This is an optimization exercise on Yosys and OpenROAD, whose aim is small area, not a production implementation.
In this exercise RTL edits were held to simulation tests only and were not proved equivalent to the original.
Power is estimated from default activity; no workload was simulated.

File: design/flow/config.mk
export PLATFORM = sky130hd
export DESIGN_NAME = top
export DESIGN_NICKNAME = top
export VERILOG_FILES = /design/flow/design.v
export SDC_FILE = /design/flow/constraint.sdc
export NUM_CORES = 4
export LEC_CHECK = 0
export CAP_MARGIN = 20
export CORE_MARGIN = 2
export CORE_UTILIZATION = 40
export PLACE_DENSITY = 0.6
export SLEW_MARGIN = 20
File: design/flow/constraint.sdc
create_clock -name core_clock -period 15.0 [get_ports {hz100}]
set_input_delay 3.0000 -clock core_clock [delete_from_list [all_inputs] [get_ports {hz100}]]
set_output_delay 3.0000 -clock core_clock [all_outputs]
set_load 0.01 [all_outputs]
File: design/flow/design.v
`default_nettype none
module top (
  input  logic hz100, reset,
  input  logic [19:0] pb,
  output logic [6:0] ss7, ss6, ss5, ss4, ss3, ss2, ss1, ss0
);
  logic [4:0] keycode;
  logic strobe;
  logic strobe_rise;
  scankey sk1 (.clk(hz100), .rst(reset), .in(pb[19:0]), .strobe(strobe), .rise(strobe_rise), .out(keycode));
  logic [31:0] data;
  digits d1 (.in(keycode), .out(data), .clk(hz100), .en(strobe_rise), .reset(reset));
  ssdec s0(.in(data[3:0]),   .out(ss0[6:0]), .enable(1'b1));
  ssdec s1(.in(data[7:4]),   .out(ss1[6:0]), .enable(|data[31:4]));
  ssdec s2(.in(data[11:8]),  .out(ss2[6:0]), .enable(|data[31:8]));
  ssdec s3(.in(data[15:12]), .out(ss3[6:0]), .enable(|data[31:12]));
  ssdec s4(.in(data[19:16]), .out(ss4[6:0]), .enable(|data[31:16]));
  ssdec s5(.in(data[23:20]), .out(ss5[6:0]), .enable(|data[31:20]));
  ssdec s6(.in(data[27:24]), .out(ss6[6:0]), .enable(|data[31:24]));
  ssdec s7(.in(data[31:28]), .out(ss7[6:0]), .enable(|data[31:28]));
endmodule
module digits(input logic [4:0]in, output logic [31:0]out, input logic clk, input logic en, input logic reset);
  logic show;
  logic [31:0] current;
  logic [31:0] save;
  logic [3:0] op;
  logic [31:0] result;
  logic [7:0]full;
 math m(.op(op), .a(save), .b(current), .r(result)); 
always_ff @(posedge clk, posedge reset) begin
if (reset) begin
  current<= 32'b0;
  save <= 0;
  op <= 0;
  show<= 1'b0;
  full <= 0;
 end
 else if (en) begin
  if(in[4]==1'b0)begin
  if(show==1 && full != 8'b11111111) begin
  current <= {28'b0, in[3:0]};
  show<=1'b0;
  if (in != 0) begin 
  full <= 8'b00000001;
  end 
  end
  else if (full != 8'b11111111) begin
  if (full[0] == 1 || in != 0)
    full <= full<<1 | 8'b00000001;
  current<= current<<4;
  current[3:0]<=in[3:0];
  end
  end
else if(in==5'b10000) begin
save<=result;
show<=1;
full <= 0;
end
else if(in==5'b10001) begin  
  if(full[7:0] != 8'b0) begin
   current <=current>>4;
    full <= full>>1;
  end
end
  else if(in==5'b10010) begin
    op<= 0;
     if(show==0)
      save<= current;
    else
        current<=32'b0;
        show<=1;
        full <= 0;
    end
  else if(in==5'b10011) begin
     op<= 1;
     if(show==0)
      save<= current;
    else
        current<=32'b0;
        show<=1;
        full <= 0; 
    end
  end
  end
  always_comb begin
    if (show==0)
     out = current;
    else
     out = save;
  end
endmodule
module math(input logic [3:0] op,
                      input logic [31:0] a,b,
                      output logic [31:0] r);
            always_comb
              case (op)
                0: r = a + b;
                1: r = a - b;
                default: r = 0;
              endcase
    endmodule
module ssdec(input logic [3:0] in,
            input logic enable,
            output logic [6:0]out);
    logic [6:0] seg7[15:0];
    assign seg7[4'hf] = (enable==1)? 7'b1110001:7'b0000000;
    assign seg7[4'he] = (enable==1)? 7'b1111001:7'b0000000;
    assign seg7[4'hd] = (enable==1)?7'b1011110:7'b0000000;
    assign seg7[4'hc] = (enable==1)?7'b0111001:7'b0000000;
    assign seg7[4'hb] = (enable==1)?7'b1111100:7'b0000000;
    assign seg7[4'ha] = (enable==1)?7'b1110111:7'b0000000;
    assign seg7[4'h9] = (enable==1)?7'b1100111:7'b0000000;
    assign seg7[4'h8] = (enable==1)?7'b1111111:7'b0000000;
    assign seg7[4'h7] = (enable==1)?7'b0000111:7'b0000000;
    assign seg7[4'h6] = (enable==1)?7'b1111101:7'b0000000;
    assign seg7[4'h5] = (enable==1)?7'b1101101:7'b0000000;
    assign seg7[4'h4] = (enable==1)?7'b1100110:7'b0000000;
    assign seg7[4'h3] = (enable==1)?7'b1001111:7'b0000000;
    assign seg7[4'h2] = (enable==1)?7'b1011011:7'b0000000;
    assign seg7[4'h1] = (enable==1)?7'b0000110:7'b0000000;
    assign seg7[4'h0] =(enable==1)?7'b0111111:7'b0000000;
    assign out = seg7[in];
endmodule
module scankey(input logic clk, input logic [19:0]in, input logic rst, output logic strobe, output logic rise, output logic[4:0]out);
logic [1:0]delay;
assign strobe = delay[1];
assign rise = delay[0] & ~delay[1];
always_ff@(posedge clk, posedge rst) begin
if(rst)
  delay<=2'b00;
else begin
  delay[0]<=|in;
  delay[1]<= delay[0];
end
end
always_comb begin
out[0]=in[19]|in[17]|in[15]|in[13]|in[11]|in[9]|in[7]|in[5]|in[3]|in[1];
out[1]=in[19]|in[18]|in[15]|in[14]|in[11]|in[10]|in[7]|in[6]|in[3]|in[2];
out[2]=in[15]|in[14]|in[13]|in[12]|in[7]|in[6]|in[5]|in[4];
out[3]=in[15]|in[14]|in[13]|in[12]|in[11]|in[10]|in[9]|in[8];
out[4]=in[19]|in[18]|in[17]|in[16];
end
endmodule
File: design/flow/run.sh
#!/bin/bash
# synth_recipe.tcl (not shown) runs the flow's synth.tcl, then flattens the netlist and writes it again
# the make line also repeats each setting of config.mk as NAME=value (left out here)
make -C /OpenROAD-flow-scripts/flow DESIGN_CONFIG=/design/flow/config.mk WORK_HOME=/design/flow/orfs CLKGATE_MAP_FILE= SYNTH_SCRIPT=/design/flow/synth_recipe.tcl finish
==> run notes <==
## worst min path at each step
stage,cells after the start,end,slack (ns),startpoint
6_report,0,sk1.delay[1],0.38,sk1.delay[0]
5_1_grt,0,sk1.delay[1],0.41,sk1.delay[0]
4_1_cts,0,sk1.delay[1],0.39,sk1.delay[0]
3_5_place_dp,0,sk1.delay[1],0.37,sk1.delay[0]
3_3_place_gp,0,sk1.delay[1],0.37,sk1.delay[0]
2_1_floorplan,0,sk1.delay[1],0.35,sk1.delay[0]
## synthesized netlist by cell type (all sizes together) (4+ instances only)
library cell,number,area [µm²]
a211o,6,52.6
a211oi,10,80.1
a21boi,4,45.0
a21o,12,90.1
a21oi,156,785
a221oi,4,35.0
a22o,7,61.3
a22oi,31,233
a31oi,11,68.8
a32oi,5,43.8
and2,7,43.8
and3,9,56.3
buf,27,150
clkbuf,49,184
dfrtp,76,1900
ha,32,400
inv,22,82.6
mux2,22,270
mux2i,31,318
nand2,102,383
nand2b,15,109
nand3,23,125
nand4,4,25.0
nor2,137,522
nor3,46,245
nor4,20,165
o211ai,9,67.6
o21a,14,105
o21ai,90,450
o22ai,8,50.1
o31ai,8,60.1
xnor2,45,394
xor2,16,140
## placed cells by master, fill, tap and decap left out, types with 8 or more instances in the layout
master,netlist,layout
nor4_1,15,15
ha_1,32,32
nor3_1,43,42
o21ai_0,83,83
buf_4,2,10
a211oi_1,9,9
a31oi_1,11,11
mux2i_1,29,29
nor2_1,136,136
a22oi_1,31,31
mux2_2,16,16
clkdlybuf4s50_1,0,77
nand2_1,102,102
xnor2_1,45,45
nand3_1,21,21
o22ai_1,8,8
clkbuf_16,0,9
a21o_1,12,12
a21oi_1,155,155
o211ai_1,9,9
and3_1,9,9
xor2_1,16,16
nand2b_1,13,13
o21a_1,14,13
o31ai_1,8,8
dfrtp_1,76,75
inv_1,22,21
## layout make-up
type	count	area [µm²]
clock buffer	11	243
clock inverter	4	50.0
fill	2028	10800
inverter	22	83.8
multi-input combinational	927	5830
sequential	76	1900
tap	270	338
timing repair buffer	88	857
## flip-flops by register name (all words and copies together), names as in the netlist
register	count
d1.op	1
sk1.delay	2
d1.save	32
d1.current	32
d1.show	1
d1.full	8
## power by group
| group | leakage, nW | switching (mW) | internal (mW) |
|---|---|---|---|
| logic | 2.57 | 0.100 | 0.0858 |
| registers | 1.01 | 0.0114 | 0.209 |
| clock network | 0.138 | 0.0927 | 0.132 |
## worst max-delay path, delay by kind of cell (launching register included)
kind,cells,cell delay [ns]
and+or+nand+nor,3,0.75
DFF,1,0.70
buffers and inverters,1,0.52
AOI/OAI and AO/OA,4,1.16
muxes,1,0.89
## cells by family after synthesis
kind of cell    Yosys count  synth area share [%]
compound gates          395                  29.7
simple gates            385                  22.8
buf+inv                  98                  5.12
flops                    76                  23.4
xor+xnor                 61                  6.57
mux                      53                  7.23
fa+ha+maj                33                  5.17
## through the flow
| step | power (mW) | hold slack, ns | util (%) |
|---|---|---|---|
| global route | 0.666 | 0.410 | 46.3 |
| global placement | 0.409 | 0.367 | 44.8 |
| detailed placement | 0.409 | 0.371 | 44.8 |
| finish | 0.632 | 0.381 | 46.3 |
| floorplan | 0.350 | 0.355 | - |
| CTS | 0.636 | 0.386 | 46.2 |
## per-layer routing
| layer | share of wire [%] | vias up |
|---|---|---|
| li1 | - | 4077 |
| met5 | 0 | - |
| met3 | 3.7 | 25 |
| met4 | 1.5 | 0 |
| met1 | 47 | 3862 |
| met2 | 48 | 174 |
==> results.py <==
metrics = {
    "worst_setup_path": {
        "rr_worst_depth": 16,
        "crit_path_start_kind": "flip-flop",
        "reg2reg_slack_ns": 10.46,
        "r2r-end": "d1.save[31]",
        "arrival_ns": 4.36,
        "reg2reg_from": "d1.current[2]",
        "required_ns": 12.00,
        "cp_max_fo": 23,
        "crit_path_end_kind": "primary output",
        "worst-setup-path-type": "reg -> out",
        "crit_chain": "mux2i_1, nand2_1, a21oi_1, nand2_1, nand3_1, o21ai_0, o22ai_1, a32oi_1, clkdlybuf4s50_1",
        "endpoint": "ss4[0]",
        "crit_path_start": "d1.show",
        "crit_top_cell": "nand2_1",
        "cp_slowest_stage_delay_ns": 0.89,
        "cp_slowest_cell": "mux2i_1",
    },
    "cts": {
        "clk_pin_slew_worst_paths_ns": 0.06,
        "cts_hold_buf": 0,
        "clockBufferDepth": 2,
        "cts_made_buffers": 9,
        "ctsResizeCount": 0,
        "cts-htree-levels": 3,
        "root_buffer": "clkbuf_16",
        "postCtsSetupBuffers": 0,
        "tritoncts": "built",
        "clkSinkCount": 76,
        "clkLatencyLatePin_ns": 0.35,
    },
    "floorplan": {
        "chipHeight_um": 147,
        "core_area_um2": 20100,
        "ios": 78,
        "fp.dieW_um": 147,
        "start_util_pct": 40.5,
        "dieArea_um2": 21500,
        "rows": 52,
    },
    "global_route": {
        "track_usage_pct": 21.5,
        "gr-max-usage-layer": "met2",
        "grt_pass1_vias": 7615,
        "antenna_found_initial": 0,
        "grt_overflow_total": 0,
        "grt_pass1_wl_um": 38400,
        "grtUsageMet3_pct": 3.41,
        "met2_usage_pct": 36.7,
        "grt_max_degree": 77,
        "grt_use_met1_pct": 28.9,
    },
    "cells_and_area": {
        "final_cell_area_um2": 9310,
        "fin_cells": 1398,
        "nNetsFinal": 1179,
        "num_antenna_cells": 0,
        "layout-drive-gt1-share_pct": 7.00,
        "syn2layout_area_growth_pct": 14.4,
    },
    "yosys": {
        "synthCells": 1101,
        "syn_area_um2": 8140,
        "synth.distinct_cells": 78,
        "synth-edff-count": 0,
        "synth_nets": 1156,
        "ys.flop_type": "dfrtp_1",
        "synthArstFlopShare_pct": 100,
        "synth-seq-cells": 76,
        "yosysSeqAreaShare_pct": 23.4,
        "syn_area_per_cell_um2": 7.39,
        "yosys_warnings": 5,
    },
    "outcome": {
        "status": "no timing/DRC/antenna violations",
    },
    "timing": {
        "tns_ns": 0,
        "rsz0062_at_grt": "no",
        "fin_ws_ns": 7.64,
        "clock_skew_ns": 0.00890,
        "slew_violations": 0,
        "setup_viol": 0,
        "worst_pin_slew_ns": 0.994,
        "hold_violations": 0,
        "fin_crit_ns": 7.36,
        "fmax_ghz": 0.136,
        "period_share_pct": 49.1,
        "relSlewSlack_pct": 31.8,
    },
    "drt": {
        "ant_nets": 0,
        "vias": 8138,
        "totalWireLength_um": 23100,
        "drtIter0Drc": 634,
        "drc": 0,
        "viasPerCell": 5.82,
        "first_pass_iters": 5,
        "routedWlPerCell_um": 16.5,
    },
    "place": {
        "portBuffers": 77,
        "place_inst": 1383,
        "gp_congestion": 0.863,
        "place_ws_ns": 8.02,
        "hpwl_um": 16500,
        "postPlaceCellArea_um2": 9000,
    },
    "power": {
        "ir_drop_uv": 59.7,
        "p_per_area_nw_per_um2": 67.9,
        "p_leak_nw": 3.71,
    },
    "hold_path": {
        "hold_class": "reg -> reg",
    },
    "run": {
        "drv_cap": 0,
    },
}

-- static timing again, ports no longer ideal --
The flow's constraints put no driver on any port. The routed layout listed below was extracted and timed again, unchanged, in two steps.
Step 1 sets driving cells, clkbuf_16 on the clock port and buf_2 on the other inputs (assumed; they add their load-dependent delay and slew).
Step 2, shift: input delay + t, output delay - t, t = (earliest + latest rising clock arrival at the registers) / 2. This alone moves slack from input paths to output paths.
Three values: ideal, step 1, step 2; two values: the first two.
t (ns): 0.388
setup WS [ns]: 7.638 / 7.595 / 7.983
worst setup path at the end: register to output
slew at the worst register clock pin (ns): 0.06 / 0.06
cell pins on the clock port's net: 1
After both steps setup and hold are still met in this run. The setup slack of this run moves by -0.043 ns with the drivers and by +0.345 ns with both steps.
